From an optimization exercise on the open Yosys and OpenROAD flow, aimed at small area and a short achievable clock period; shortcuts taken in it are not production practice. No run shown here included a check of the RTL's function; only the layout flow was run. Power and IR drop assume default switching activity.

## flow/design.v (module list and top-level ports; edited modules follow where they fit)
// module line_buffer: 26 lines
// module conv_core: 1972 lines
// module csa_fa: 4 lines
// module booth_two: 3 lines
// module conv_top: 38 lines
module conv_top (
    input  wire        clk,
    input  wire        rst,
    input  wire        pixel_valid,
    input  wire [7:0]  pixel_in,
    input  wire [71:0] kernel_in,
    output wire signed [15:0] conv_out,
    output wire        conv_valid
);
  // ...
==> flow/flow/run.sh <==
#!/bin/bash
# The standard layout (standard.sh), with these changes:
#  - port buffers are plain buffers: buf_2 on the outputs, and buf_1 on the
#    inputs (swapped in after global placement by flow/small_inbuf.tcl);
#  - clock tree: sink clusters of up to 27 sinks within 90 um, no dummy loads;
#  - the timing repair steps aim for 7.75 ns of setup slack.
# Each tool's output goes to the ORFS logs; make's own output to standard.log.
bash standard.sh \
  BUFFER_PORTS_ARGS="-buffer_cell sky130_fd_sc_hd__buf_2" \
  POST_GLOBAL_PLACE_TCL="$PWD/flow/small_inbuf.tcl" \
  CTS_ARGS="-sink_clustering_enable -repair_clock_nets -sink_clustering_size 27 -sink_clustering_max_diameter 90 -dont_use_dummy_load" \
  SETUP_SLACK_MARGIN=7.75 \
  finish > standard.log 2>&1
==> flow/flow/small_inbuf.tcl <==
# Input port buffers only drive a register or two: use buf_1 for them.
set db [ord::get_db]
set block [ord::get_db_block]
set m [$db findMaster sky130_fd_sc_hd__buf_1]
set n 0
foreach bt [$block getBTerms] {
  if {[$bt getIoType] ne "INPUT" || [$bt getName] eq "clk"} { continue }
  set net [$bt getNet]
  foreach it [$net getITerms] {
    set inst [$it getInst]
    if {[[$inst getMaster] getName] eq "sky130_fd_sc_hd__buf_2"} {
      $inst swapMaster $m
      incr n
    }
  }
}
puts "small_inbuf: $n input buffers set to buf_1"
==> flow/standard.sh <==
#!/bin/bash
# synth_recipe.tcl (not shown) runs the flow's synth.tcl, then flattens the netlist and writes it again
# the make line also repeats each setting of config.mk as NAME=value (left out here)
make -C /OpenROAD-flow-scripts/flow DESIGN_CONFIG=/design/flow/config.mk WORK_HOME=/design/flow/orfs CLKGATE_MAP_FILE= SYNTH_SCRIPT=/design/flow/synth_recipe.tcl "${@:-finish}"
==> flow/config.mk <==
export PLATFORM = sky130hd
export DESIGN_NAME = conv_top
export DESIGN_NICKNAME = conv_top
export VERILOG_FILES = /design/flow/design.v
export SDC_FILE = /design/flow/constraint.sdc
export NUM_CORES = 4
export LEC_CHECK = 0
export CAP_MARGIN = 20
export CORE_MARGIN = 2
export CORE_UTILIZATION = 65
export CTS_CLUSTER_DIAMETER = 80
export CTS_CLUSTER_SIZE = 24
export PLACE_DENSITY = 0.72
export SLEW_MARGIN = 20
export SYNTH_HIERARCHICAL = 1
==> flow/constraint.sdc <==
create_clock -name core_clock -period 11.0 [get_ports {clk}]
set_input_delay 2.2000 -clock core_clock [delete_from_list [all_inputs] [get_ports {clk}]]
set_output_delay 2.2000 -clock core_clock [all_outputs]
set_load 0.01 [all_outputs]
==> results.txt, run 1 <==
Logic synthesis:
- The area share of the largest cell type after synthesis is 0.284.
- The synthesized net count is 2273.
- The area fraction in compound gates after synthesis is 0.0903.
- The post-synthesis adder-cell area fraction is 0.291.
- The combinational family with the most area after synthesis is adder cells.
- In the synthesized netlist the async set-or-reset flop fraction comes to 0.0181.

Route:
- The wire length reported by the detailed router is between 50000 and 60000 um.
- The detailed router's first-iteration violation count is approximately 1500.
- The routed via count is around 14000.
- The routed metal-1 wire length is 22800 um.
- The routed length on met2 is 27500 um.
- Summed over all nets, wire length on met3 after detailed routing comes to 5990 um.
- The number of DRC violations after detailed routing is 0.

Global routing:
- The global-route wire length before repair is 86500 um.
- The global routing usage on met2 is 0.513.
- For this run, global-route usage on met3 was measured as 0.0853.
- For this run, the total global-route usage over all layers was measured as 0.328.
- The via count of the first global-routing pass is between 10000 and 15000.

Worst setup path:
- The critical-path cell with the highest stage delay is edfxtp_1.
- The highest cell delay on the worst timing path is 620 ps.
- The critical path contains buffers and inverters numbering 0 combined.
- The arrival time of the worst setup path is 3680 ps.
- The critical path goes through nand2_1, o21ai_0, fa_1, fa_1, fa_1, fa_1.
- The source of the worst register-to-register timing path is u_line_buffer.taps[134].

Pwr:
- For this design the static power due to leakage is 8.99 nW.
- Dividing total power by cell area gives a power density of 291 nW/um^2.

Finish:
- The largest registers in the layout are u_line_buffer.taps: 144 flops, u_core.ke: 90 flops, u_core.conv_out: 16 flops.
- The count of plain and timing-repair buffers in the layout is 168.
- Among all cell classes, the greatest summed area belongs to multi-input gates.
- Across the whole layout, storage elements account for 9340 um^2.
- The layout overhead on the synthesized area is 7.08%.
- The fraction of standard cell area that is sequential is 0.378.
- Excluding fillers, the count of instances in the completed layout stands at 2325.
- The core occupancy in the finished layout is 0.700.

Die:
- Tap insertion was completed with 461 tapcells.

Timing:
- The transition time at the pin with the least slew margin is 1060 ps.
- The worst clock skew on the final layout is 62.1 ps.
- For the final routed database, the setup TNS stands at 0 ps.

Clock tree:
- TritonCTS built the clock tree.
- The post-cts resize count is 68.
- Clock latency on the worst-skew pair, taken at its later pin, is 570 ps.
- CTS built an H-tree with a depth of 1.
- The number of buffers inserted to repair setup after CTS is 21.

Placed design:
- Once placement finished, the instance area stood at about 23000 um^2.

Outcome:
- The flow ran to the end and the layout has no timing, DRC or antenna violations.
==> inputs of run 2 (changes only) <==
--- a/flow/design.v
+++ b/flow/design.v
@@ -1154,57 +1154,91 @@
     integer i, k;
     reg [8:0] wb;
     always @(posedge clk) begin
         for (i = 0; i < 9; i = i + 1) begin
             wb = {kernel[71-8*i -: 8], 1'b0};
             for (k = 0; k < 4; k = k + 1) begin
                 ke[(4*i+k)*3]   <= wb[2*k+2];
                 ke[(4*i+k)*3+1] <= wb[2*k+1] ^ wb[2*k];
-                if (k == 2 || k == 3)
-                    ke[(4*i+k)*3+2] <= (wb[2*k+2] & ~wb[2*k+1] & ~wb[2*k]) | (~wb[2*k+2] & wb[2*k+1] & wb[2*k]);
             end
         end
     end
     wire two_0_0;
     assign two_0_0 = ke[0] & ~ke[1];
     wire two_0_1;
     booth_two u_two0_1 (.n(ke[3]), .nb(ke[0]), .one(ke[4]), .two(two_0_1));
+    wire two_0_2;
+    booth_two u_two0_2 (.n(ke[6]), .nb(ke[3]), .one(ke[7]), .two(two_0_2));
+    wire two_0_3;
+    booth_two u_two0_3 (.n(ke[9]), .nb(ke[6]), .one(ke[10]), .two(two_0_3));
     wire two_1_0;
     assign two_1_0 = ke[12] & ~ke[13];
     wire two_1_1;
     booth_two u_two1_1 (.n(ke[15]), .nb(ke[12]), .one(ke[16]), .two(two_1_1));
+    wire two_1_2;
+    booth_two u_two1_2 (.n(ke[18]), .nb(ke[15]), .one(ke[19]), .two(two_1_2));
+    wire two_1_3;
+    booth_two u_two1_3 (.n(ke[21]), .nb(ke[18]), .one(ke[22]), .two(two_1_3));
     wire two_2_0;
     assign two_2_0 = ke[24] & ~ke[25];
     wire two_2_1;
     booth_two u_two2_1 (.n(ke[27]), .nb(ke[24]), .one(ke[28]), .two(two_2_1));
+    wire two_2_2;
+    booth_two u_two2_2 (.n(ke[30]), .nb(ke[27]), .one(ke[31]), .two(two_2_2));
+    wire two_2_3;
+    booth_two u_two2_3 (.n(ke[33]), .nb(ke[30]), .one(ke[34]), .two(two_2_3));
     wire two_3_0;
     assign two_3_0 = ke[36] & ~ke[37];
     wire two_3_1;
     booth_two u_two3_1 (.n(ke[39]), .nb(ke[36]), .one(ke[40]), .two(two_3_1));
+    wire two_3_2;
+    booth_two u_two3_2 (.n(ke[42]), .nb(ke[39]), .one(ke[43]), .two(two_3_2));
+    wire two_3_3;
+    booth_two u_two3_3 (.n(ke[45]), .nb(ke[42]), .one(ke[46]), .two(two_3_3));
     wire two_4_0;
     assign two_4_0 = ke[48] & ~ke[49];
     wire two_4_1;
     booth_two u_two4_1 (.n(ke[51]), .nb(ke[48]), .one(ke[52]), .two(two_4_1));
+    wire two_4_2;
+    booth_two u_two4_2 (.n(ke[54]), .nb(ke[51]), .one(ke[55]), .two(two_4_2));
+    wire two_4_3;
+    booth_two u_two4_3 (.n(ke[57]), .nb(ke[54]), .one(ke[58]), .two(two_4_3));
     wire two_5_0;
     assign two_5_0 = ke[60] & ~ke[61];
     wire two_5_1;
     booth_two u_two5_1 (.n(ke[63]), .nb(ke[60]), .one(ke[64]), .two(two_5_1));
+    wire two_5_2;
+    booth_two u_two5_2 (.n(ke[66]), .nb(ke[63]), .one(ke[67]), .two(two_5_2));
+    wire two_5_3;
+    booth_two u_two5_3 (.n(ke[69]), .nb(ke[66]), .one(ke[70]), .two(two_5_3));
     wire two_6_0;
     assign two_6_0 = ke[72] & ~ke[73];
     wire two_6_1;
     booth_two u_two6_1 (.n(ke[75]), .nb(ke[72]), .one(ke[76]), .two(two_6_1));
+    wire two_6_2;
+    booth_two u_two6_2 (.n(ke[78]), .nb(ke[75]), .one(ke[79]), .two(two_6_2));
+    wire two_6_3;
+    booth_two u_two6_3 (.n(ke[81]), .nb(ke[78]), .one(ke[82]), .two(two_6_3));
     wire two_7_0;
     assign two_7_0 = ke[84] & ~ke[85];
     wire two_7_1;
     booth_two u_two7_1 (.n(ke[87]), .nb(ke[84]), .one(ke[88]), .two(two_7_1));
+    wire two_7_2;
+    booth_two u_two7_2 (.n(ke[90]), .nb(ke[87]), .one(ke[91]), .two(two_7_2));
+    wire two_7_3;
+    booth_two u_two7_3 (.n(ke[93]), .nb(ke[90]), .one(ke[94]), .two(two_7_3));
     wire two_8_0;
     assign two_8_0 = ke[96] & ~ke[97];
     wire two_8_1;
     booth_two u_two8_1 (.n(ke[99]), .nb(ke[96]), .one(ke[100]), .two(two_8_1));
+    wire two_8_2;
+    booth_two u_two8_2 (.n(ke[102]), .nb(ke[99]), .one(ke[103]), .two(two_8_2));
+    wire two_8_3;
+    booth_two u_two8_3 (.n(ke[105]), .nb(ke[102]), .one(ke[106]), .two(two_8_3));
     assign pp1 = ((ke[1] & px[64]) ^ ke[0]);
     assign pp2 = (((ke[1] & px[65]) | (two_0_0 & px[64])) ^ ke[0]);
     assign pp3 = (((ke[1] & px[66]) | (two_0_0 & px[65])) ^ ke[0]);
     assign pp4 = (((ke[1] & px[67]) | (two_0_0 & px[66])) ^ ke[0]);
     assign pp5 = (((ke[1] & px[68]) | (two_0_0 & px[67])) ^ ke[0]);
     assign pp6 = (((ke[1] & px[69]) | (two_0_0 & px[68])) ^ ke[0]);
     assign pp7 = (((ke[1] & px[70]) | (two_0_0 & px[69])) ^ ke[0]);
     assign pp8 = (((ke[1] & px[71]) | (two_0_0 & px[70])) ^ ke[0]);
@@ -1214,33 +1248,33 @@
     assign pp12 = (((ke[4] & px[66]) | (two_0_1 & px[65])) ^ ke[3]);
     assign pp13 = (((ke[4] & px[67]) | (two_0_1 & px[66])) ^ ke[3]);
     assign pp14 = (((ke[4] & px[68]) | (two_0_1 & px[67])) ^ ke[3]);
     assign pp15 = (((ke[4] & px[69]) | (two_0_1 & px[68])) ^ ke[3]);
     assign pp16 = (((ke[4] & px[70]) | (two_0_1 & px[69])) ^ ke[3]);
     assign pp17 = (((ke[4] & px[71]) | (two_0_1 & px[70])) ^ ke[3]);
     assign pp18 = ~(((ke[4] | two_0_1) & px[71]) ^ ke[3]);
     assign pp19 = ((ke[7] & px[64]) ^ ke[6]);
-    assign pp20 = (((ke[7] & px[65]) | (ke[8] & px[64])) ^ ke[6]);
-    assign pp21 = (((ke[7] & px[66]) | (ke[8] & px[65])) ^ ke[6]);
-    assign pp22 = (((ke[7] & px[67]) | (ke[8] & px[66])) ^ ke[6]);
-    assign pp23 = (((ke[7] & px[68]) | (ke[8] & px[67])) ^ ke[6]);
-    assign pp24 = (((ke[7] & px[69]) | (ke[8] & px[68])) ^ ke[6]);
-    assign pp25 = (((ke[7] & px[70]) | (ke[8] & px[69])) ^ ke[6]);
-    assign pp26 = (((ke[7] & px[71]) | (ke[8] & px[70])) ^ ke[6]);
-    assign pp27 = ~(((ke[7] | ke[8]) & px[71]) ^ ke[6]);
+    assign pp20 = (((ke[7] & px[65]) | (two_0_2 & px[64])) ^ ke[6]);
+    assign pp21 = (((ke[7] & px[66]) | (two_0_2 & px[65])) ^ ke[6]);
+    assign pp22 = (((ke[7] & px[67]) | (two_0_2 & px[66])) ^ ke[6]);
+    assign pp23 = (((ke[7] & px[68]) | (two_0_2 & px[67])) ^ ke[6]);
+    assign pp24 = (((ke[7] & px[69]) | (two_0_2 & px[68])) ^ ke[6]);
+    assign pp25 = (((ke[7] & px[70]) | (two_0_2 & px[69])) ^ ke[6]);
+    assign pp26 = (((ke[7] & px[71]) | (two_0_2 & px[70])) ^ ke[6]);
+    assign pp27 = ~(((ke[7] | two_0_2) & px[71]) ^ ke[6]);
     assign pp28 = ((ke[10] & px[64]) ^ ke[9]);
-    assign pp29 = (((ke[10] & px[65]) | (ke[11] & px[64])) ^ ke[9]);
-    assign pp30 = (((ke[10] & px[66]) | (ke[11] & px[65])) ^ ke[9]);
-    assign pp31 = (((ke[10] & px[67]) | (ke[11] & px[66])) ^ ke[9]);
-    assign pp32 = (((ke[10] & px[68]) | (ke[11] & px[67])) ^ ke[9]);
-    assign pp33 = (((ke[10] & px[69]) | (ke[11] & px[68])) ^ ke[9]);
-    assign pp34 = (((ke[10] & px[70]) | (ke[11] & px[69])) ^ ke[9]);
-    assign pp35 = (((ke[10] & px[71]) | (ke[11] & px[70])) ^ ke[9]);
-    assign pp36 = ~(((ke[10] | ke[11]) & px[71]) ^ ke[9]);
+    assign pp29 = (((ke[10] & px[65]) | (two_0_3 & px[64])) ^ ke[9]);
+    assign pp30 = (((ke[10] & px[66]) | (two_0_3 & px[65])) ^ ke[9]);
+    assign pp31 = (((ke[10] & px[67]) | (two_0_3 & px[66])) ^ ke[9]);
+    assign pp32 = (((ke[10] & px[68]) | (two_0_3 & px[67])) ^ ke[9]);
+    assign pp33 = (((ke[10] & px[69]) | (two_0_3 & px[68])) ^ ke[9]);
+    assign pp34 = (((ke[10] & px[70]) | (two_0_3 & px[69])) ^ ke[9]);
+    assign pp35 = (((ke[10] & px[71]) | (two_0_3 & px[70])) ^ ke[9]);
+    assign pp36 = ~(((ke[10] | two_0_3) & px[71]) ^ ke[9]);
     assign pp37 = ((ke[13] & px[56]) ^ ke[12]);
     assign pp38 = (((ke[13] & px[57]) | (two_1_0 & px[56])) ^ ke[12]);
     assign pp39 = (((ke[13] & px[58]) | (two_1_0 & px[57])) ^ ke[12]);
     assign pp40 = (((ke[13] & px[59]) | (two_1_0 & px[58])) ^ ke[12]);
     assign pp41 = (((ke[13] & px[60]) | (two_1_0 & px[59])) ^ ke[12]);
     assign pp42 = (((ke[13] & px[61]) | (two_1_0 & px[60])) ^ ke[12]);
     assign pp43 = (((ke[13] & px[62]) | (two_1_0 & px[61])) ^ ke[12]);
     assign pp44 = (((ke[13] & px[63]) | (two_1_0 & px[62])) ^ ke[12]);
@@ -1250,33 +1284,33 @@
     assign pp48 = (((ke[16] & px[58]) | (two_1_1 & px[57])) ^ ke[15]);
     assign pp49 = (((ke[16] & px[59]) | (two_1_1 & px[58])) ^ ke[15]);
     assign pp50 = (((ke[16] & px[60]) | (two_1_1 & px[59])) ^ ke[15]);
     assign pp51 = (((ke[16] & px[61]) | (two_1_1 & px[60])) ^ ke[15]);
     assign pp52 = (((ke[16] & px[62]) | (two_1_1 & px[61])) ^ ke[15]);
     assign pp53 = (((ke[16] & px[63]) | (two_1_1 & px[62])) ^ ke[15]);
     assign pp54 = ~(((ke[16] | two_1_1) & px[63]) ^ ke[15]);
     assign pp55 = ((ke[19] & px[56]) ^ ke[18]);
-    assign pp56 = (((ke[19] & px[57]) | (ke[20] & px[56])) ^ ke[18]);
-    assign pp57 = (((ke[19] & px[58]) | (ke[20] & px[57])) ^ ke[18]);
-    assign pp58 = (((ke[19] & px[59]) | (ke[20] & px[58])) ^ ke[18]);
-    assign pp59 = (((ke[19] & px[60]) | (ke[20] & px[59])) ^ ke[18]);
-    assign pp60 = (((ke[19] & px[61]) | (ke[20] & px[60])) ^ ke[18]);
-    assign pp61 = (((ke[19] & px[62]) | (ke[20] & px[61])) ^ ke[18]);
-    assign pp62 = (((ke[19] & px[63]) | (ke[20] & px[62])) ^ ke[18]);
-    assign pp63 = ~(((ke[19] | ke[20]) & px[63]) ^ ke[18]);
+    assign pp56 = (((ke[19] & px[57]) | (two_1_2 & px[56])) ^ ke[18]);
+    assign pp57 = (((ke[19] & px[58]) | (two_1_2 & px[57])) ^ ke[18]);
+    assign pp58 = (((ke[19] & px[59]) | (two_1_2 & px[58])) ^ ke[18]);
+    assign pp59 = (((ke[19] & px[60]) | (two_1_2 & px[59])) ^ ke[18]);
+    assign pp60 = (((ke[19] & px[61]) | (two_1_2 & px[60])) ^ ke[18]);
+    assign pp61 = (((ke[19] & px[62]) | (two_1_2 & px[61])) ^ ke[18]);
+    assign pp62 = (((ke[19] & px[63]) | (two_1_2 & px[62])) ^ ke[18]);
+    assign pp63 = ~(((ke[19] | two_1_2) & px[63]) ^ ke[18]);
     assign pp64 = ((ke[22] & px[56]) ^ ke[21]);
-    assign pp65 = (((ke[22] & px[57]) | (ke[23] & px[56])) ^ ke[21]);
-    assign pp66 = (((ke[22] & px[58]) | (ke[23] & px[57])) ^ ke[21]);
-    assign pp67 = (((ke[22] & px[59]) | (ke[23] & px[58])) ^ ke[21]);
-    assign pp68 = (((ke[22] & px[60]) | (ke[23] & px[59])) ^ ke[21]);
-    assign pp69 = (((ke[22] & px[61]) | (ke[23] & px[60])) ^ ke[21]);
-    assign pp70 = (((ke[22] & px[62]) | (ke[23] & px[61])) ^ ke[21]);
-    assign pp71 = (((ke[22] & px[63]) | (ke[23] & px[62])) ^ ke[21]);
-    assign pp72 = ~(((ke[22] | ke[23]) & px[63]) ^ ke[21]);
+    assign pp65 = (((ke[22] & px[57]) | (two_1_3 & px[56])) ^ ke[21]);
+    assign pp66 = (((ke[22] & px[58]) | (two_1_3 & px[57])) ^ ke[21]);
+    assign pp67 = (((ke[22] & px[59]) | (two_1_3 & px[58])) ^ ke[21]);
+    assign pp68 = (((ke[22] & px[60]) | (two_1_3 & px[59])) ^ ke[21]);
+    assign pp69 = (((ke[22] & px[61]) | (two_1_3 & px[60])) ^ ke[21]);
+    assign pp70 = (((ke[22] & px[62]) | (two_1_3 & px[61])) ^ ke[21]);
+    assign pp71 = (((ke[22] & px[63]) | (two_1_3 & px[62])) ^ ke[21]);
+    assign pp72 = ~(((ke[22] | two_1_3) & px[63]) ^ ke[21]);
     assign pp73 = ((ke[25] & px[48]) ^ ke[24]);
     assign pp74 = (((ke[25] & px[49]) | (two_2_0 & px[48])) ^ ke[24]);
     assign pp75 = (((ke[25] & px[50]) | (two_2_0 & px[49])) ^ ke[24]);
     assign pp76 = (((ke[25] & px[51]) | (two_2_0 & px[50])) ^ ke[24]);
     assign pp77 = (((ke[25] & px[52]) | (two_2_0 & px[51])) ^ ke[24]);
     assign pp78 = (((ke[25] & px[53]) | (two_2_0 & px[52])) ^ ke[24]);
     assign pp79 = (((ke[25] & px[54]) | (two_2_0 & px[53])) ^ ke[24]);
     assign pp80 = (((ke[25] & px[55]) | (two_2_0 & px[54])) ^ ke[24]);
@@ -1286,33 +1320,33 @@
     assign pp84 = (((ke[28] & px[50]) | (two_2_1 & px[49])) ^ ke[27]);
     assign pp85 = (((ke[28] & px[51]) | (two_2_1 & px[50])) ^ ke[27]);
     assign pp86 = (((ke[28] & px[52]) | (two_2_1 & px[51])) ^ ke[27]);
     assign pp87 = (((ke[28] & px[53]) | (two_2_1 & px[52])) ^ ke[27]);
     assign pp88 = (((ke[28] & px[54]) | (two_2_1 & px[53])) ^ ke[27]);
     assign pp89 = (((ke[28] & px[55]) | (two_2_1 & px[54])) ^ ke[27]);
     assign pp90 = ~(((ke[28] | two_2_1) & px[55]) ^ ke[27]);
     assign pp91 = ((ke[31] & px[48]) ^ ke[30]);
-    assign pp92 = (((ke[31] & px[49]) | (ke[32] & px[48])) ^ ke[30]);
-    assign pp93 = (((ke[31] & px[50]) | (ke[32] & px[49])) ^ ke[30]);
-    assign pp94 = (((ke[31] & px[51]) | (ke[32] & px[50])) ^ ke[30]);
-    assign pp95 = (((ke[31] & px[52]) | (ke[32] & px[51])) ^ ke[30]);
-    assign pp96 = (((ke[31] & px[53]) | (ke[32] & px[52])) ^ ke[30]);
-    assign pp97 = (((ke[31] & px[54]) | (ke[32] & px[53])) ^ ke[30]);
-    assign pp98 = (((ke[31] & px[55]) | (ke[32] & px[54])) ^ ke[30]);
-    assign pp99 = ~(((ke[31] | ke[32]) & px[55]) ^ ke[30]);
+    assign pp92 = (((ke[31] & px[49]) | (two_2_2 & px[48])) ^ ke[30]);
+    assign pp93 = (((ke[31] & px[50]) | (two_2_2 & px[49])) ^ ke[30]);
+    assign pp94 = (((ke[31] & px[51]) | (two_2_2 & px[50])) ^ ke[30]);
+    assign pp95 = (((ke[31] & px[52]) | (two_2_2 & px[51])) ^ ke[30]);
+    assign pp96 = (((ke[31] & px[53]) | (two_2_2 & px[52])) ^ ke[30]);
+    assign pp97 = (((ke[31] & px[54]) | (two_2_2 & px[53])) ^ ke[30]);
+    assign pp98 = (((ke[31] & px[55]) | (two_2_2 & px[54])) ^ ke[30]);
+    assign pp99 = ~(((ke[31] | two_2_2) & px[55]) ^ ke[30]);
     assign pp100 = ((ke[34] & px[48]) ^ ke[33]);
-    assign pp101 = (((ke[34] & px[49]) | (ke[35] & px[48])) ^ ke[33]);
-    assign pp102 = (((ke[34] & px[50]) | (ke[35] & px[49])) ^ ke[33]);
-    assign pp103 = (((ke[34] & px[51]) | (ke[35] & px[50])) ^ ke[33]);
-    assign pp104 = (((ke[34] & px[52]) | (ke[35] & px[51])) ^ ke[33]);
-    assign pp105 = (((ke[34] & px[53]) | (ke[35] & px[52])) ^ ke[33]);
-    assign pp106 = (((ke[34] & px[54]) | (ke[35] & px[53])) ^ ke[33]);
-    assign pp107 = (((ke[34] & px[55]) | (ke[35] & px[54])) ^ ke[33]);
-    assign pp108 = ~(((ke[34] | ke[35]) & px[55]) ^ ke[33]);
+    assign pp101 = (((ke[34] & px[49]) | (two_2_3 & px[48])) ^ ke[33]);
+    assign pp102 = (((ke[34] & px[50]) | (two_2_3 & px[49])) ^ ke[33]);
+    assign pp103 = (((ke[34] & px[51]) | (two_2_3 & px[50])) ^ ke[33]);
+    assign pp104 = (((ke[34] & px[52]) | (two_2_3 & px[51])) ^ ke[33]);
+    assign pp105 = (((ke[34] & px[53]) | (two_2_3 & px[52])) ^ ke[33]);
+    assign pp106 = (((ke[34] & px[54]) | (two_2_3 & px[53])) ^ ke[33]);
+    assign pp107 = (((ke[34] & px[55]) | (two_2_3 & px[54])) ^ ke[33]);
+    assign pp108 = ~(((ke[34] | two_2_3) & px[55]) ^ ke[33]);
     assign pp109 = ((ke[37] & px[40]) ^ ke[36]);
     assign pp110 = (((ke[37] & px[41]) | (two_3_0 & px[40])) ^ ke[36]);
     assign pp111 = (((ke[37] & px[42]) | (two_3_0 & px[41])) ^ ke[36]);
     assign pp112 = (((ke[37] & px[43]) | (two_3_0 & px[42])) ^ ke[36]);
     assign pp113 = (((ke[37] & px[44]) | (two_3_0 & px[43])) ^ ke[36]);
     assign pp114 = (((ke[37] & px[45]) | (two_3_0 & px[44])) ^ ke[36]);
     assign pp115 = (((ke[37] & px[46]) | (two_3_0 & px[45])) ^ ke[36]);
     assign pp116 = (((ke[37] & px[47]) | (two_3_0 & px[46])) ^ ke[36]);
@@ -1322,33 +1356,33 @@
     assign pp120 = (((ke[40] & px[42]) | (two_3_1 & px[41])) ^ ke[39]);
     assign pp121 = (((ke[40] & px[43]) | (two_3_1 & px[42])) ^ ke[39]);
     assign pp122 = (((ke[40] & px[44]) | (two_3_1 & px[43])) ^ ke[39]);
     assign pp123 = (((ke[40] & px[45]) | (two_3_1 & px[44])) ^ ke[39]);
     assign pp124 = (((ke[40] & px[46]) | (two_3_1 & px[45])) ^ ke[39]);
     assign pp125 = (((ke[40] & px[47]) | (two_3_1 & px[46])) ^ ke[39]);
     assign pp126 = ~(((ke[40] | two_3_1) & px[47]) ^ ke[39]);
     assign pp127 = ((ke[43] & px[40]) ^ ke[42]);
-    assign pp128 = (((ke[43] & px[41]) | (ke[44] & px[40])) ^ ke[42]);
-    assign pp129 = (((ke[43] & px[42]) | (ke[44] & px[41])) ^ ke[42]);
-    assign pp130 = (((ke[43] & px[43]) | (ke[44] & px[42])) ^ ke[42]);
-    assign pp131 = (((ke[43] & px[44]) | (ke[44] & px[43])) ^ ke[42]);
-    assign pp132 = (((ke[43] & px[45]) | (ke[44] & px[44])) ^ ke[42]);
-    assign pp133 = (((ke[43] & px[46]) | (ke[44] & px[45])) ^ ke[42]);
-    assign pp134 = (((ke[43] & px[47]) | (ke[44] & px[46])) ^ ke[42]);
-    assign pp135 = ~(((ke[43] | ke[44]) & px[47]) ^ ke[42]);
+    assign pp128 = (((ke[43] & px[41]) | (two_3_2 & px[40])) ^ ke[42]);
+    assign pp129 = (((ke[43] & px[42]) | (two_3_2 & px[41])) ^ ke[42]);
+    assign pp130 = (((ke[43] & px[43]) | (two_3_2 & px[42])) ^ ke[42]);
+    assign pp131 = (((ke[43] & px[44]) | (two_3_2 & px[43])) ^ ke[42]);
+    assign pp132 = (((ke[43] & px[45]) | (two_3_2 & px[44])) ^ ke[42]);
+    assign pp133 = (((ke[43] & px[46]) | (two_3_2 & px[45])) ^ ke[42]);
+    assign pp134 = (((ke[43] & px[47]) | (two_3_2 & px[46])) ^ ke[42]);
+    assign pp135 = ~(((ke[43] | two_3_2) & px[47]) ^ ke[42]);
     assign pp136 = ((ke[46] & px[40]) ^ ke[45]);
-    assign pp137 = (((ke[46] & px[41]) | (ke[47] & px[40])) ^ ke[45]);
-    assign pp138 = (((ke[46] & px[42]) | (ke[47] & px[41])) ^ ke[45]);
-    assign pp139 = (((ke[46] & px[43]) | (ke[47] & px[42])) ^ ke[45]);
-    assign pp140 = (((ke[46] & px[44]) | (ke[47] & px[43])) ^ ke[45]);
-    assign pp141 = (((ke[46] & px[45]) | (ke[47] & px[44])) ^ ke[45]);
-    assign pp142 = (((ke[46] & px[46]) | (ke[47] & px[45])) ^ ke[45]);
-    assign pp143 = (((ke[46] & px[47]) | (ke[47] & px[46])) ^ ke[45]);
-    assign pp144 = ~(((ke[46] | ke[47]) & px[47]) ^ ke[45]);
+    assign pp137 = (((ke[46] & px[41]) | (two_3_3 & px[40])) ^ ke[45]);
+    assign pp138 = (((ke[46] & px[42]) | (two_3_3 & px[41])) ^ ke[45]);
+    assign pp139 = (((ke[46] & px[43]) | (two_3_3 & px[42])) ^ ke[45]);
+    assign pp140 = (((ke[46] & px[44]) | (two_3_3 & px[43])) ^ ke[45]);
+    assign pp141 = (((ke[46] & px[45]) | (two_3_3 & px[44])) ^ ke[45]);
+    assign pp142 = (((ke[46] & px[46]) | (two_3_3 & px[45])) ^ ke[45]);
+    assign pp143 = (((ke[46] & px[47]) | (two_3_3 & px[46])) ^ ke[45]);
+    assign pp144 = ~(((ke[46] | two_3_3) & px[47]) ^ ke[45]);
     assign pp145 = ((ke[49] & px[32]) ^ ke[48]);
     assign pp146 = (((ke[49] & px[33]) | (two_4_0 & px[32])) ^ ke[48]);
     assign pp147 = (((ke[49] & px[34]) | (two_4_0 & px[33])) ^ ke[48]);
     assign pp148 = (((ke[49] & px[35]) | (two_4_0 & px[34])) ^ ke[48]);
     assign pp149 = (((ke[49] & px[36]) | (two_4_0 & px[35])) ^ ke[48]);
     assign pp150 = (((ke[49] & px[37]) | (two_4_0 & px[36])) ^ ke[48]);
     assign pp151 = (((ke[49] & px[38]) | (two_4_0 & px[37])) ^ ke[48]);
     assign pp152 = (((ke[49] & px[39]) | (two_4_0 & px[38])) ^ ke[48]);
@@ -1358,33 +1392,33 @@
     assign pp156 = (((ke[52] & px[34]) | (two_4_1 & px[33])) ^ ke[51]);
     assign pp157 = (((ke[52] & px[35]) | (two_4_1 & px[34])) ^ ke[51]);
     assign pp158 = (((ke[52] & px[36]) | (two_4_1 & px[35])) ^ ke[51]);
     assign pp159 = (((ke[52] & px[37]) | (two_4_1 & px[36])) ^ ke[51]);
     assign pp160 = (((ke[52] & px[38]) | (two_4_1 & px[37])) ^ ke[51]);
     assign pp161 = (((ke[52] & px[39]) | (two_4_1 & px[38])) ^ ke[51]);
     assign pp162 = ~(((ke[52] | two_4_1) & px[39]) ^ ke[51]);
     assign pp163 = ((ke[55] & px[32]) ^ ke[54]);
-    assign pp164 = (((ke[55] & px[33]) | (ke[56] & px[32])) ^ ke[54]);
-    assign pp165 = (((ke[55] & px[34]) | (ke[56] & px[33])) ^ ke[54]);
-    assign pp166 = (((ke[55] & px[35]) | (ke[56] & px[34])) ^ ke[54]);
-    assign pp167 = (((ke[55] & px[36]) | (ke[56] & px[35])) ^ ke[54]);
-    assign pp168 = (((ke[55] & px[37]) | (ke[56] & px[36])) ^ ke[54]);
-    assign pp169 = (((ke[55] & px[38]) | (ke[56] & px[37])) ^ ke[54]);
-    assign pp170 = (((ke[55] & px[39]) | (ke[56] & px[38])) ^ ke[54]);
-    assign pp171 = ~(((ke[55] | ke[56]) & px[39]) ^ ke[54]);
+    assign pp164 = (((ke[55] & px[33]) | (two_4_2 & px[32])) ^ ke[54]);
+    assign pp165 = (((ke[55] & px[34]) | (two_4_2 & px[33])) ^ ke[54]);
+    assign pp166 = (((ke[55] & px[35]) | (two_4_2 & px[34])) ^ ke[54]);
+    assign pp167 = (((ke[55] & px[36]) | (two_4_2 & px[35])) ^ ke[54]);
+    assign pp168 = (((ke[55] & px[37]) | (two_4_2 & px[36])) ^ ke[54]);
+    assign pp169 = (((ke[55] & px[38]) | (two_4_2 & px[37])) ^ ke[54]);
+    assign pp170 = (((ke[55] & px[39]) | (two_4_2 & px[38])) ^ ke[54]);
+    assign pp171 = ~(((ke[55] | two_4_2) & px[39]) ^ ke[54]);
     assign pp172 = ((ke[58] & px[32]) ^ ke[57]);
-    assign pp173 = (((ke[58] & px[33]) | (ke[59] & px[32])) ^ ke[57]);
-    assign pp174 = (((ke[58] & px[34]) | (ke[59] & px[33])) ^ ke[57]);
-    assign pp175 = (((ke[58] & px[35]) | (ke[59] & px[34])) ^ ke[57]);
-    assign pp176 = (((ke[58] & px[36]) | (ke[59] & px[35])) ^ ke[57]);
-    assign pp177 = (((ke[58] & px[37]) | (ke[59] & px[36])) ^ ke[57]);
-    assign pp178 = (((ke[58] & px[38]) | (ke[59] & px[37])) ^ ke[57]);
-    assign pp179 = (((ke[58] & px[39]) | (ke[59] & px[38])) ^ ke[57]);
-    assign pp180 = ~(((ke[58] | ke[59]) & px[39]) ^ ke[57]);
+    assign pp173 = (((ke[58] & px[33]) | (two_4_3 & px[32])) ^ ke[57]);
+    assign pp174 = (((ke[58] & px[34]) | (two_4_3 & px[33])) ^ ke[57]);
+    assign pp175 = (((ke[58] & px[35]) | (two_4_3 & px[34])) ^ ke[57]);
+    assign pp176 = (((ke[58] & px[36]) | (two_4_3 & px[35])) ^ ke[57]);
+    assign pp177 = (((ke[58] & px[37]) | (two_4_3 & px[36])) ^ ke[57]);
+    assign pp178 = (((ke[58] & px[38]) | (two_4_3 & px[37])) ^ ke[57]);
+    assign pp179 = (((ke[58] & px[39]) | (two_4_3 & px[38])) ^ ke[57]);
+    assign pp180 = ~(((ke[58] | two_4_3) & px[39]) ^ ke[57]);
     assign pp181 = ((ke[61] & px[24]) ^ ke[60]);
     assign pp182 = (((ke[61] & px[25]) | (two_5_0 & px[24])) ^ ke[60]);
     assign pp183 = (((ke[61] & px[26]) | (two_5_0 & px[25])) ^ ke[60]);
     assign pp184 = (((ke[61] & px[27]) | (two_5_0 & px[26])) ^ ke[60]);
     assign pp185 = (((ke[61] & px[28]) | (two_5_0 & px[27])) ^ ke[60]);
     assign pp186 = (((ke[61] & px[29]) | (two_5_0 & px[28])) ^ ke[60]);
     assign pp187 = (((ke[61] & px[30]) | (two_5_0 & px[29])) ^ ke[60]);
     assign pp188 = (((ke[61] & px[31]) | (two_5_0 & px[30])) ^ ke[60]);
@@ -1394,33 +1428,33 @@
     assign pp192 = (((ke[64] & px[26]) | (two_5_1 & px[25])) ^ ke[63]);
     assign pp193 = (((ke[64] & px[27]) | (two_5_1 & px[26])) ^ ke[63]);
     assign pp194 = (((ke[64] & px[28]) | (two_5_1 & px[27])) ^ ke[63]);
     assign pp195 = (((ke[64] & px[29]) | (two_5_1 & px[28])) ^ ke[63]);
     assign pp196 = (((ke[64] & px[30]) | (two_5_1 & px[29])) ^ ke[63]);
     assign pp197 = (((ke[64] & px[31]) | (two_5_1 & px[30])) ^ ke[63]);
     assign pp198 = ~(((ke[64] | two_5_1) & px[31]) ^ ke[63]);
     assign pp199 = ((ke[67] & px[24]) ^ ke[66]);
-    assign pp200 = (((ke[67] & px[25]) | (ke[68] & px[24])) ^ ke[66]);
-    assign pp201 = (((ke[67] & px[26]) | (ke[68] & px[25])) ^ ke[66]);
-    assign pp202 = (((ke[67] & px[27]) | (ke[68] & px[26])) ^ ke[66]);
-    assign pp203 = (((ke[67] & px[28]) | (ke[68] & px[27])) ^ ke[66]);
-    assign pp204 = (((ke[67] & px[29]) | (ke[68] & px[28])) ^ ke[66]);
-    assign pp205 = (((ke[67] & px[30]) | (ke[68] & px[29])) ^ ke[66]);
-    assign pp206 = (((ke[67] & px[31]) | (ke[68] & px[30])) ^ ke[66]);
-    assign pp207 = ~(((ke[67] | ke[68]) & px[31]) ^ ke[66]);
+    assign pp200 = (((ke[67] & px[25]) | (two_5_2 & px[24])) ^ ke[66]);
+    assign pp201 = (((ke[67] & px[26]) | (two_5_2 & px[25])) ^ ke[66]);
+    assign pp202 = (((ke[67] & px[27]) | (two_5_2 & px[26])) ^ ke[66]);
+    assign pp203 = (((ke[67] & px[28]) | (two_5_2 & px[27])) ^ ke[66]);
+    assign pp204 = (((ke[67] & px[29]) | (two_5_2 & px[28])) ^ ke[66]);
+    assign pp205 = (((ke[67] & px[30]) | (two_5_2 & px[29])) ^ ke[66]);
+    assign pp206 = (((ke[67] & px[31]) | (two_5_2 & px[30])) ^ ke[66]);
+    assign pp207 = ~(((ke[67] | two_5_2) & px[31]) ^ ke[66]);
     assign pp208 = ((ke[70] & px[24]) ^ ke[69]);
-    assign pp209 = (((ke[70] & px[25]) | (ke[71] & px[24])) ^ ke[69]);
-    assign pp210 = (((ke[70] & px[26]) | (ke[71] & px[25])) ^ ke[69]);
-    assign pp211 = (((ke[70] & px[27]) | (ke[71] & px[26])) ^ ke[69]);
-    assign pp212 = (((ke[70] & px[28]) | (ke[71] & px[27])) ^ ke[69]);
-    assign pp213 = (((ke[70] & px[29]) | (ke[71] & px[28])) ^ ke[69]);
-    assign pp214 = (((ke[70] & px[30]) | (ke[71] & px[29])) ^ ke[69]);
-    assign pp215 = (((ke[70] & px[31]) | (ke[71] & px[30])) ^ ke[69]);
-    assign pp216 = ~(((ke[70] | ke[71]) & px[31]) ^ ke[69]);
+    assign pp209 = (((ke[70] & px[25]) | (two_5_3 & px[24])) ^ ke[69]);
+    assign pp210 = (((ke[70] & px[26]) | (two_5_3 & px[25])) ^ ke[69]);
+    assign pp211 = (((ke[70] & px[27]) | (two_5_3 & px[26])) ^ ke[69]);
+    assign pp212 = (((ke[70] & px[28]) | (two_5_3 & px[27])) ^ ke[69]);
+    assign pp213 = (((ke[70] & px[29]) | (two_5_3 & px[28])) ^ ke[69]);
+    assign pp214 = (((ke[70] & px[30]) | (two_5_3 & px[29])) ^ ke[69]);
+    assign pp215 = (((ke[70] & px[31]) | (two_5_3 & px[30])) ^ ke[69]);
+    assign pp216 = ~(((ke[70] | two_5_3) & px[31]) ^ ke[69]);
     assign pp217 = ((ke[73] & px[16]) ^ ke[72]);
     assign pp218 = (((ke[73] & px[17]) | (two_6_0 & px[16])) ^ ke[72]);
     assign pp219 = (((ke[73] & px[18]) | (two_6_0 & px[17])) ^ ke[72]);
     assign pp220 = (((ke[73] & px[19]) | (two_6_0 & px[18])) ^ ke[72]);
     assign pp221 = (((ke[73] & px[20]) | (two_6_0 & px[19])) ^ ke[72]);
     assign pp222 = (((ke[73] & px[21]) | (two_6_0 & px[20])) ^ ke[72]);
     assign pp223 = (((ke[73] & px[22]) | (two_6_0 & px[21])) ^ ke[72]);
     assign pp224 = (((ke[73] & px[23]) | (two_6_0 & px[22])) ^ ke[72]);
@@ -1430,33 +1464,33 @@
     assign pp228 = (((ke[76] & px[18]) | (two_6_1 & px[17])) ^ ke[75]);
     assign pp229 = (((ke[76] & px[19]) | (two_6_1 & px[18])) ^ ke[75]);
     assign pp230 = (((ke[76] & px[20]) | (two_6_1 & px[19])) ^ ke[75]);
     assign pp231 = (((ke[76] & px[21]) | (two_6_1 & px[20])) ^ ke[75]);
     assign pp232 = (((ke[76] & px[22]) | (two_6_1 & px[21])) ^ ke[75]);
     assign pp233 = (((ke[76] & px[23]) | (two_6_1 & px[22])) ^ ke[75]);
     assign pp234 = ~(((ke[76] | two_6_1) & px[23]) ^ ke[75]);
     assign pp235 = ((ke[79] & px[16]) ^ ke[78]);
-    assign pp236 = (((ke[79] & px[17]) | (ke[80] & px[16])) ^ ke[78]);
-    assign pp237 = (((ke[79] & px[18]) | (ke[80] & px[17])) ^ ke[78]);
-    assign pp238 = (((ke[79] & px[19]) | (ke[80] & px[18])) ^ ke[78]);
-    assign pp239 = (((ke[79] & px[20]) | (ke[80] & px[19])) ^ ke[78]);
-    assign pp240 = (((ke[79] & px[21]) | (ke[80] & px[20])) ^ ke[78]);
-    assign pp241 = (((ke[79] & px[22]) | (ke[80] & px[21])) ^ ke[78]);
-    assign pp242 = (((ke[79] & px[23]) | (ke[80] & px[22])) ^ ke[78]);
-    assign pp243 = ~(((ke[79] | ke[80]) & px[23]) ^ ke[78]);
+    assign pp236 = (((ke[79] & px[17]) | (two_6_2 & px[16])) ^ ke[78]);
+    assign pp237 = (((ke[79] & px[18]) | (two_6_2 & px[17])) ^ ke[78]);
+    assign pp238 = (((ke[79] & px[19]) | (two_6_2 & px[18])) ^ ke[78]);
+    assign pp239 = (((ke[79] & px[20]) | (two_6_2 & px[19])) ^ ke[78]);
+    assign pp240 = (((ke[79] & px[21]) | (two_6_2 & px[20])) ^ ke[78]);
+    assign pp241 = (((ke[79] & px[22]) | (two_6_2 & px[21])) ^ ke[78]);
+    assign pp242 = (((ke[79] & px[23]) | (two_6_2 & px[22])) ^ ke[78]);
+    assign pp243 = ~(((ke[79] | two_6_2) & px[23]) ^ ke[78]);
     assign pp244 = ((ke[82] & px[16]) ^ ke[81]);
-    assign pp245 = (((ke[82] & px[17]) | (ke[83] & px[16])) ^ ke[81]);
-    assign pp246 = (((ke[82] & px[18]) | (ke[83] & px[17])) ^ ke[81]);
-    assign pp247 = (((ke[82] & px[19]) | (ke[83] & px[18])) ^ ke[81]);
-    assign pp248 = (((ke[82] & px[20]) | (ke[83] & px[19])) ^ ke[81]);
-    assign pp249 = (((ke[82] & px[21]) | (ke[83] & px[20])) ^ ke[81]);
-    assign pp250 = (((ke[82] & px[22]) | (ke[83] & px[21])) ^ ke[81]);
-    assign pp251 = (((ke[82] & px[23]) | (ke[83] & px[22])) ^ ke[81]);
-    assign pp252 = ~(((ke[82] | ke[83]) & px[23]) ^ ke[81]);
+    assign pp245 = (((ke[82] & px[17]) | (two_6_3 & px[16])) ^ ke[81]);
+    assign pp246 = (((ke[82] & px[18]) | (two_6_3 & px[17])) ^ ke[81]);
+    assign pp247 = (((ke[82] & px[19]) | (two_6_3 & px[18])) ^ ke[81]);
+    assign pp248 = (((ke[82] & px[20]) | (two_6_3 & px[19])) ^ ke[81]);
+    assign pp249 = (((ke[82] & px[21]) | (two_6_3 & px[20])) ^ ke[81]);
+    assign pp250 = (((ke[82] & px[22]) | (two_6_3 & px[21])) ^ ke[81]);
+    assign pp251 = (((ke[82] & px[23]) | (two_6_3 & px[22])) ^ ke[81]);
+    assign pp252 = ~(((ke[82] | two_6_3) & px[23]) ^ ke[81]);
     assign pp253 = ((ke[85] & px[8]) ^ ke[84]);
     assign pp254 = (((ke[85] & px[9]) | (two_7_0 & px[8])) ^ ke[84]);
     assign pp255 = (((ke[85] & px[10]) | (two_7_0 & px[9])) ^ ke[84]);
     assign pp256 = (((ke[85] & px[11]) | (two_7_0 & px[10])) ^ ke[84]);
     assign pp257 = (((ke[85] & px[12]) | (two_7_0 & px[11])) ^ ke[84]);
     assign pp258 = (((ke[85] & px[13]) | (two_7_0 & px[12])) ^ ke[84]);
     assign pp259 = (((ke[85] & px[14]) | (two_7_0 & px[13])) ^ ke[84]);
     assign pp260 = (((ke[85] & px[15]) | (two_7_0 & px[14])) ^ ke[84]);
@@ -1466,33 +1500,33 @@
     assign pp264 = (((ke[88] & px[10]) | (two_7_1 & px[9])) ^ ke[87]);
     assign pp265 = (((ke[88] & px[11]) | (two_7_1 & px[10])) ^ ke[87]);
     assign pp266 = (((ke[88] & px[12]) | (two_7_1 & px[11])) ^ ke[87]);
     assign pp267 = (((ke[88] & px[13]) | (two_7_1 & px[12])) ^ ke[87]);
     assign pp268 = (((ke[88] & px[14]) | (two_7_1 & px[13])) ^ ke[87]);
     assign pp269 = (((ke[88] & px[15]) | (two_7_1 & px[14])) ^ ke[87]);
     assign pp270 = ~(((ke[88] | two_7_1) & px[15]) ^ ke[87]);
     assign pp271 = ((ke[91] & px[8]) ^ ke[90]);
-    assign pp272 = (((ke[91] & px[9]) | (ke[92] & px[8])) ^ ke[90]);
-    assign pp273 = (((ke[91] & px[10]) | (ke[92] & px[9])) ^ ke[90]);
-    assign pp274 = (((ke[91] & px[11]) | (ke[92] & px[10])) ^ ke[90]);
-    assign pp275 = (((ke[91] & px[12]) | (ke[92] & px[11])) ^ ke[90]);
-    assign pp276 = (((ke[91] & px[13]) | (ke[92] & px[12])) ^ ke[90]);
-    assign pp277 = (((ke[91] & px[14]) | (ke[92] & px[13])) ^ ke[90]);
-    assign pp278 = (((ke[91] & px[15]) | (ke[92] & px[14])) ^ ke[90]);
-    assign pp279 = ~(((ke[91] | ke[92]) & px[15]) ^ ke[90]);
+    assign pp272 = (((ke[91] & px[9]) | (two_7_2 & px[8])) ^ ke[90]);
+    assign pp273 = (((ke[91] & px[10]) | (two_7_2 & px[9])) ^ ke[90]);
+    assign pp274 = (((ke[91] & px[11]) | (two_7_2 & px[10])) ^ ke[90]);
+    assign pp275 = (((ke[91] & px[12]) | (two_7_2 & px[11])) ^ ke[90]);
+    assign pp276 = (((ke[91] & px[13]) | (two_7_2 & px[12])) ^ ke[90]);
+    assign pp277 = (((ke[91] & px[14]) | (two_7_2 & px[13])) ^ ke[90]);
+    assign pp278 = (((ke[91] & px[15]) | (two_7_2 & px[14])) ^ ke[90]);
+    assign pp279 = ~(((ke[91] | two_7_2) & px[15]) ^ ke[90]);
     assign pp280 = ((ke[94] & px[8]) ^ ke[93]);
-    assign pp281 = (((ke[94] & px[9]) | (ke[95] & px[8])) ^ ke[93]);
-    assign pp282 = (((ke[94] & px[10]) | (ke[95] & px[9])) ^ ke[93]);
-    assign pp283 = (((ke[94] & px[11]) | (ke[95] & px[10])) ^ ke[93]);
-    assign pp284 = (((ke[94] & px[12]) | (ke[95] & px[11])) ^ ke[93]);
-    assign pp285 = (((ke[94] & px[13]) | (ke[95] & px[12])) ^ ke[93]);
-    assign pp286 = (((ke[94] & px[14]) | (ke[95] & px[13])) ^ ke[93]);
-    assign pp287 = (((ke[94] & px[15]) | (ke[95] & px[14])) ^ ke[93]);
-    assign pp288 = ~(((ke[94] | ke[95]) & px[15]) ^ ke[93]);
+    assign pp281 = (((ke[94] & px[9]) | (two_7_3 & px[8])) ^ ke[93]);
+    assign pp282 = (((ke[94] & px[10]) | (two_7_3 & px[9])) ^ ke[93]);
+    assign pp283 = (((ke[94] & px[11]) | (two_7_3 & px[10])) ^ ke[93]);
+    assign pp284 = (((ke[94] & px[12]) | (two_7_3 & px[11])) ^ ke[93]);
+    assign pp285 = (((ke[94] & px[13]) | (two_7_3 & px[12])) ^ ke[93]);
+    assign pp286 = (((ke[94] & px[14]) | (two_7_3 & px[13])) ^ ke[93]);
+    assign pp287 = (((ke[94] & px[15]) | (two_7_3 & px[14])) ^ ke[93]);
+    assign pp288 = ~(((ke[94] | two_7_3) & px[15]) ^ ke[93]);
     assign pp289 = ((ke[97] & px[0]) ^ ke[96]);
     assign pp290 = (((ke[97] & px[1]) | (two_8_0 & px[0])) ^ ke[96]);
     assign pp291 = (((ke[97] & px[2]) | (two_8_0 & px[1])) ^ ke[96]);
     assign pp292 = (((ke[97] & px[3]) | (two_8_0 & px[2])) ^ ke[96]);
     assign pp293 = (((ke[97] & px[4]) | (two_8_0 & px[3])) ^ ke[96]);
     assign pp294 = (((ke[97] & px[5]) | (two_8_0 & px[4])) ^ ke[96]);
     assign pp295 = (((ke[97] & px[6]) | (two_8_0 & px[5])) ^ ke[96]);
     assign pp296 = (((ke[97] & px[7]) | (two_8_0 & px[6])) ^ ke[96]);
@@ -1502,33 +1536,33 @@
     assign pp300 = (((ke[100] & px[2]) | (two_8_1 & px[1])) ^ ke[99]);
     assign pp301 = (((ke[100] & px[3]) | (two_8_1 & px[2])) ^ ke[99]);
     assign pp302 = (((ke[100] & px[4]) | (two_8_1 & px[3])) ^ ke[99]);
     assign pp303 = (((ke[100] & px[5]) | (two_8_1 & px[4])) ^ ke[99]);
     assign pp304 = (((ke[100] & px[6]) | (two_8_1 & px[5])) ^ ke[99]);
     assign pp305 = (((ke[100] & px[7]) | (two_8_1 & px[6])) ^ ke[99]);
     assign pp306 = ~(((ke[100] | two_8_1) & px[7]) ^ ke[99]);
     assign pp307 = ((ke[103] & px[0]) ^ ke[102]);
-    assign pp308 = (((ke[103] & px[1]) | (ke[104] & px[0])) ^ ke[102]);
-    assign pp309 = (((ke[103] & px[2]) | (ke[104] & px[1])) ^ ke[102]);
-    assign pp310 = (((ke[103] & px[3]) | (ke[104] & px[2])) ^ ke[102]);
-    assign pp311 = (((ke[103] & px[4]) | (ke[104] & px[3])) ^ ke[102]);
-    assign pp312 = (((ke[103] & px[5]) | (ke[104] & px[4])) ^ ke[102]);
-    assign pp313 = (((ke[103] & px[6]) | (ke[104] & px[5])) ^ ke[102]);
-    assign pp314 = (((ke[103] & px[7]) | (ke[104] & px[6])) ^ ke[102]);
-    assign pp315 = ~(((ke[103] | ke[104]) & px[7]) ^ ke[102]);
+    assign pp308 = (((ke[103] & px[1]) | (two_8_2 & px[0])) ^ ke[102]);
+    assign pp309 = (((ke[103] & px[2]) | (two_8_2 & px[1])) ^ ke[102]);
+    assign pp310 = (((ke[103] & px[3]) | (two_8_2 & px[2])) ^ ke[102]);
+    assign pp311 = (((ke[103] & px[4]) | (two_8_2 & px[3])) ^ ke[102]);
+    assign pp312 = (((ke[103] & px[5]) | (two_8_2 & px[4])) ^ ke[102]);
+    assign pp313 = (((ke[103] & px[6]) | (two_8_2 & px[5])) ^ ke[102]);
+    assign pp314 = (((ke[103] & px[7]) | (two_8_2 & px[6])) ^ ke[102]);
+    assign pp315 = ~(((ke[103] | two_8_2) & px[7]) ^ ke[102]);
     assign pp316 = ((ke[106] & px[0]) ^ ke[105]);
-    assign pp317 = (((ke[106] & px[1]) | (ke[107] & px[0])) ^ ke[105]);
-    assign pp318 = (((ke[106] & px[2]) | (ke[107] & px[1])) ^ ke[105]);
-    assign pp319 = (((ke[106] & px[3]) | (ke[107] & px[2])) ^ ke[105]);
-    assign pp320 = (((ke[106] & px[4]) | (ke[107] & px[3])) ^ ke[105]);
-    assign pp321 = (((ke[106] & px[5]) | (ke[107] & px[4])) ^ ke[105]);
-    assign pp322 = (((ke[106] & px[6]) | (ke[107] & px[5])) ^ ke[105]);
-    assign pp323 = (((ke[106] & px[7]) | (ke[107] & px[6])) ^ ke[105]);
-    assign pp324 = ~(((ke[106] | ke[107]) & px[7]) ^ ke[105]);
+    assign pp317 = (((ke[106] & px[1]) | (two_8_3 & px[0])) ^ ke[105]);
+    assign pp318 = (((ke[106] & px[2]) | (two_8_3 & px[1])) ^ ke[105]);
+    assign pp319 = (((ke[106] & px[3]) | (two_8_3 & px[2])) ^ ke[105]);
+    assign pp320 = (((ke[106] & px[4]) | (two_8_3 & px[3])) ^ ke[105]);
+    assign pp321 = (((ke[106] & px[5]) | (two_8_3 & px[4])) ^ ke[105]);
+    assign pp322 = (((ke[106] & px[6]) | (two_8_3 & px[5])) ^ ke[105]);
+    assign pp323 = (((ke[106] & px[7]) | (two_8_3 & px[6])) ^ ke[105]);
+    assign pp324 = ~(((ke[106] | two_8_3) & px[7]) ^ ke[105]);
     csa_fa u_s325 (.a(ke[0]), .b(ke[12]), .c(ke[24]), .s(s325), .co(c326));
     csa_fa u_s327 (.a(ke[36]), .b(ke[48]), .c(ke[60]), .s(s327), .co(c328));
     csa_fa u_s329 (.a(ke[72]), .b(ke[84]), .c(ke[96]), .s(s329), .co(c330));
     csa_fa u_s331 (.a(s325), .b(s327), .c(s329), .s(s331), .co(c332));
     csa_fa u_s333 (.a(pp1), .b(pp37), .c(pp73), .s(s333), .co(c334));
     csa_fa u_s335 (.a(pp109), .b(pp145), .c(pp181), .s(s335), .co(c336));
     csa_fa u_s337 (.a(pp217), .b(pp253), .c(pp289), .s(s337), .co(c338));
     csa_fa u_s339 (.a(s331), .b(s333), .c(s335), .s(s339), .co(c340));
==> run 2 against run 1 <==
Effect of this change:
- sequential power is 4% lower
- non-clock buffer count is 52 higher
- largest cell class unchanged
- die area is 1.9% lower
- still clean on timing, DRC and antenna
- design area is 0.84% higher
==> results.txt, run 2 <==
Logic synthesis:
- The area share of the largest cell type after synthesis is 0.290 (was 0.284).
- Top cells by area in the synthesized netlist: fa_1 29%, dfxtp_1 19%, edfxtp_1 19%, xnor2_1 10%, a22oi_1 6.3% (was fa_1 28%, dfxtp_1 20%, edfxtp_1 19%, xnor2_1 9.3%, a22oi_1 6.1%).
- The post-synthesis share of cell area spent on xor and xnor gates is 0.127 (was 0.118).
- The total standard cell area after synthesis is 22600 um^2 (was 23100 um^2).
- The most frequently used cell type in the post-synthesis netlist is fa_1 (unchanged).
- The post-synthesis adder-cell area fraction is 0.297 (was 0.291).
- The synthesized-area fraction occupied by and/or/nand/nor cells was 0.0591 (was 0.0647).
- The sequential element share of the synthesized area is 0.391 (was 0.399).
- The synthesized net count is 2228 (was 2273).
- The combinational family with the most area after synthesis is adder cells (unchanged).
- The number of flops mapped to enable cells by yosys is 144 (unchanged).
- Most frequent cells after synthesis: 328 x fa_1, 263 x xnor2_1, 218 x dfxtp_1 (was 328 x fa_1, 245 x xnor2_1, 236 x dfxtp_1).
- The mean post-synth cell area is 12.5 um^2 (about the same).
- The share of async-settable or async-resettable flops after synthesis came to 0.0190 (was 0.0181).
- The area fraction in compound gates after synthesis is 0.0881 (was 0.0903).
- The number of synthesis warnings is 9 (unchanged).
- The flip-flop and latch count after synthesis was 369 (was 387).
- The number of instances in the synthesized netlist is 1805 (was 1850).
- The share of synthesized area spent on multiplexers is 0.00669 (was 0.00656).
- The cell type with the highest aggregate area in the netlist was fa_1 (unchanged).
- The number of library cell types mapped by synthesis came to 40 (unchanged).
- The most frequently used flop master after synthesis is dfxtp_1 (unchanged).

Pwr:
- The peak supply drop came to 0.247 mV (was 0.357 mV).
- The power consumption is 0.00680 W (was 0.00719 W).
- The standby leakage power is 9.09 nW (was 8.99 nW).
- The ratio of total power to cell area is 273 nW/um^2 (was 291 nW/um^2).

Finish:
- The final layout net count is 2295 (was 2289).
- Largest regs: u_line_buffer.taps: 144 flops, u_core.ke: 72 flops, u_core.conv_out: 16 flops (was u_line_buffer.taps: 144 flops, u_core.ke: 90 flops, u_core.conv_out: 16 flops).
- The number of flip-flops in the largest register came to 144 (unchanged).
- The number of antenna repair diodes came to 0 (unchanged).
- The cell area after layout is 24900 um^2 (was 24700 um^2).
- The post-layout instance count excluding filler cells was 2325 (unchanged).
- The total of fill cells in the finished design was 2364 (was 2540).
- The register with the most flip-flops is u_line_buffer.taps (unchanged).
- Commonest non-fill, non-tap cells in the layout: 271 x fa_1, 247 x xnor2_1, 177 x a22oi_1 (was 306 x fa_1, 239 x xnor2_1, 187 x a22oi_1).
- The share of cells above drive strength 1 is 0.183 (was 0.117).
- The layout overhead on the synthesized area is 10.1% (was 7.08%).
- The most frequent standard cell in the layout excluding fill and tap cells is fa_1 (unchanged).

Timing:
- The relative max-transition margin is 0.331 (was 0.296).
- The transition time at the pin with the least slew margin is 1000 ps (was 1060 ps).
- The aggregate negative setup slack is 0 ps (unchanged).
- The maximum clock frequency came to 0.310 GHz (was 0.304 GHz).
- The final critical-path share of the clock period is 0.294 (was 0.299).
- The worst-case setup margin in the final layout was 7770 ps (was 7710 ps).
- Setup repair after global routing missed its margin: yes (unchanged).
- The count of endpoints failing hold in the final timing report is 0 (unchanged).
- The clock period minus final worst setup slack is 3230 ps (was 3290 ps).
- The final number of max-transition violations is 0 (unchanged).
- The final setup violation count is 0 (unchanged).
- The worst clock skew on the final layout came to 48.3 ps (was 62.1 ps).

Clock tree:
- The number of buffers added by the clock tree synthesis step came to 19 (was 20).
- The level count of the clock H-tree was 1 (unchanged).
- The count of hold-fix buffers inserted at cts came to 0 (unchanged).
- The TritonCTS sink count is 369 (was 387).
- The buffer cell driving the clock tree root is clkbuf_16 (unchanged).
- The clock input transition at the sequential cells of the worst setup and hold paths is 100 ps (was 90 ps).
- The number of buffers between clock root and the deepest sink was 3 (unchanged).
- The worst-skew pair later-pin latency is 550 ps (was 570 ps).
- The clock tree from TritonCTS is done (unchanged).

Worst setup path:
- The required time at the worst-slack endpoint is 11430 ps (was 11390 ps).
- The maximum net fanout on the critical path is 6 (was 9).
- The critical-path cell with the highest stage delay is fa_1 (was edfxtp_1).
- The source of the worst register-to-register timing path is u_core.ke[81] (was u_line_buffer.taps[134]).
- The category of the worst setup path launch point is a register (unchanged).
- The startpoint of the most critical setup path is u_core.ke[81] (was u_line_buffer.taps[134]).
- CP cell instances: buf_4, fa_1, fa_1, fa_1, fa_1, fa_1 (was nand2_1, o21ai_0, fa_1, fa_1, fa_1, fa_1).
- The arrival time of the worst setup path is 3660 ps (was 3680 ps).
- The kind of critical path is register to register (unchanged).
- The kind of end point of the critical path is a register (unchanged).
- The highest cell delay on the worst timing path was 670 ps (was 620 ps).
- The dominant cell type by count on the critical path was fa_1 (unchanged).

Placed design:
- The post-place instance area is 22900 um^2 (was 23400 um^2).
- The worst slack after detailed placement is 7000 ps (was 6970 ps).
- The cell count after placement is 2186 (was 2237).
- The number of port buffers was 99 (unchanged).
- The post-detailed-placement half-perimeter wirelength is 45400 um (was 45900 um).

Die:
- The standard-cell row count is 68 (was 69).
- The horizontal die dimension is 191 um (was 192 um).
- The die height is 191 um (was 192 um).
- The floorplan die area is 36300 um^2 (was 37100 um^2).
- The standard cell core area is 34500 um^2 (was 35300 um^2).
- The effective utilization at floorplan was 0.657 (was 0.654).
- The total I/O pin count is 100 (unchanged).

Global routing:
- The initial antenna violation count came to 0 (unchanged).
- The global-route usage over all layers came to 0.338 (was 0.328).
- The global-route wire length before repair came to 88300 um (was 86500 um).
- The pin count of the biggest net entering global routing was 80 (was 83).
- The aggregate global routing overflow was 0 (unchanged).
- The via count of the first global-routing pass was 14100 (was 14000).

Route:
- The routed wirelength normalized by instance count was 25.7 um (was 25.5 um).
- The remaining antenna violation count is 0 (unchanged).
- The detailed router's first-iteration violation count is 1452 (was 1468).
- The vias per cell is 6.08 (was 6.12).
- The number of DRC violations after detailed routing is 0 (unchanged).
- The wire length reported by the detailed router is 59700 um (was 59200 um).
- The routed via count is 14100 (was 14200).
- The detailed-routing iteration count for the pre-antenna-repair pass is 6 (unchanged).

Hold path:
- The critical hold path startpoint is u_core.r857 (unchanged).
- The worst hold-check path type is register to register (unchanged).

Flow run:
- The count of maximum capacitance violations is 0 (unchanged).

Outcome:
- Result of the run: complete, no violations (unchanged).
-- run 2: changes by cell type after synthesis --
| cell | previous run | this run |
|---|---|---|
| nand2_1 | 121 | 103 |
| xnor2_1 | 245 | 263 |
| nor2_1 | 21 | 30 |
| o21ai_0 | 109 | 91 |
| nand3b_1 | 10 | 1 |
| nand2b_1 | 75 | 66 |
| dfxtp_1 | 236 | 218 |
-- run 2: metal layers --
metal	GRT usage	share of wire
met2	0.543	0.47
met1	0.470	0.40
met4	0.120	0.046
met3	0.0589	0.082
met5	0	0
-- run 2: where the power goes --
group | total, W | switching [W] | internal [W] | leakage, nW
registers | 0.00215 | 0.000268 | 0.00188 | 3.35
clock network | 0.000735 | 0.000425 | 0.000310 | 0.234
logic | 0.00392 | 0.00208 | 0.00183 | 5.51
-- run 2: logic make-up after synthesis --
| kind of cell | Yosys count |
|---|---|
| adders and majority gates | 340 |
| AOI/OAI and AO/OA | 295 |
| and+or+nand+nor | 279 |
| buffers and inverters | 180 |
| xor gates and xnor gates | 329 |
| muxes | 13 |
| DFF | 369 |
-- run 2: worst max-delay path, delay by kind of cell (launching register included) --
family,cells,cell delay [ps]
fa+ha+maj,5,2580
buf+inv,1,160
flops,1,360
-- run 2: Yosys stat by module (local to each module, per instance) --
| module | flops+latches | cells inside | times used | area, um^2 |
|---|---|---|---|---|
| conv_core | 211 | 1254 | 1 | 11000 |
| booth_two | 0 | 2 | 27 | 12.5 |
| line_buffer | 149 | 160 | 1 | 4560 |
| conv_top | 9 | 9 | 1 | 180 |
| csa_fa | 0 | 1 | 328 | 20.0 |
-- run 2: stage by stage --
step                      hold WS, ps   util
after floorplan                   310      -
after CTS                         342  0.705
final                             338  0.724
after global placement            314  0.669
after global routing              348  0.724
after detailed placement          319  0.666
-- run 2: final timing paths --
path                                             end  slack, ps  cells past startpoint
worst max-delay path                     u_core.r898       7770                      6
worst min-delay path                    u_core.r1083        340                      0
worst max register to register           u_core.r898       7770                      6
worst min register to register          u_core.r1083        340                      0
max in group asynchronous       u_line_buffer.row[1]       9280                      2
min in group asynchronous            u_core.vpipe[1]       1490                      2
-- run 2: cell type report --
| cell class | instances | area [um^2] | share of cell area |
|---|---|---|---|
| flip-flops and latches | 369 | 9030 | 0.362 |
| clock buffers | 19 | 475 | 0.0191 |
| inverters | 6 | 22.5 | 0.000903 |
| well taps | 455 | 569 | 0.0228 |
| multi-input cells | 1256 | 13500 | 0.541 |
| repair buffers | 220 | 1340 | 0.0537 |
-- run 2: timing repair --
action,CTS,global route
resized for setup,111,105
setup buffers,82,38
endpoints found under the setup margin,80,27
pin swaps,20,70

re-timing with driven ports:
How much do the figures lean on ideal ports? The routed layouts below were timed once more, with nothing changed but the port constraints.
Step 1: set_driving_cell puts a clkbuf_16 on clk and a buf_2 on each other input, an assumption about the parent block.
Step 2, shift: input delay + t, output delay - t, t = (earliest + latest rising clock arrival at the registers) / 2. This alone moves slack from input paths to output paths.
a / b / c = ideal ports / drivers / drivers and shift; a / b = the first two.
run | shift t [ns] | setup slack, ns | hold WS [ns] | worst slew at a driven data input, ns | cell pins on the clock port's net
run 1 | 0.596 | 7.707 / 7.707 / 7.707 | 0.341 / 0.341 / 0.341 | 0.05 | 1
run 2 | 0.582 | 7.771 / 7.747 / 7.771 | 0.338 / 0.338 / 0.338 | 0.04 | 1
After both steps every run listed still meets setup and hold.
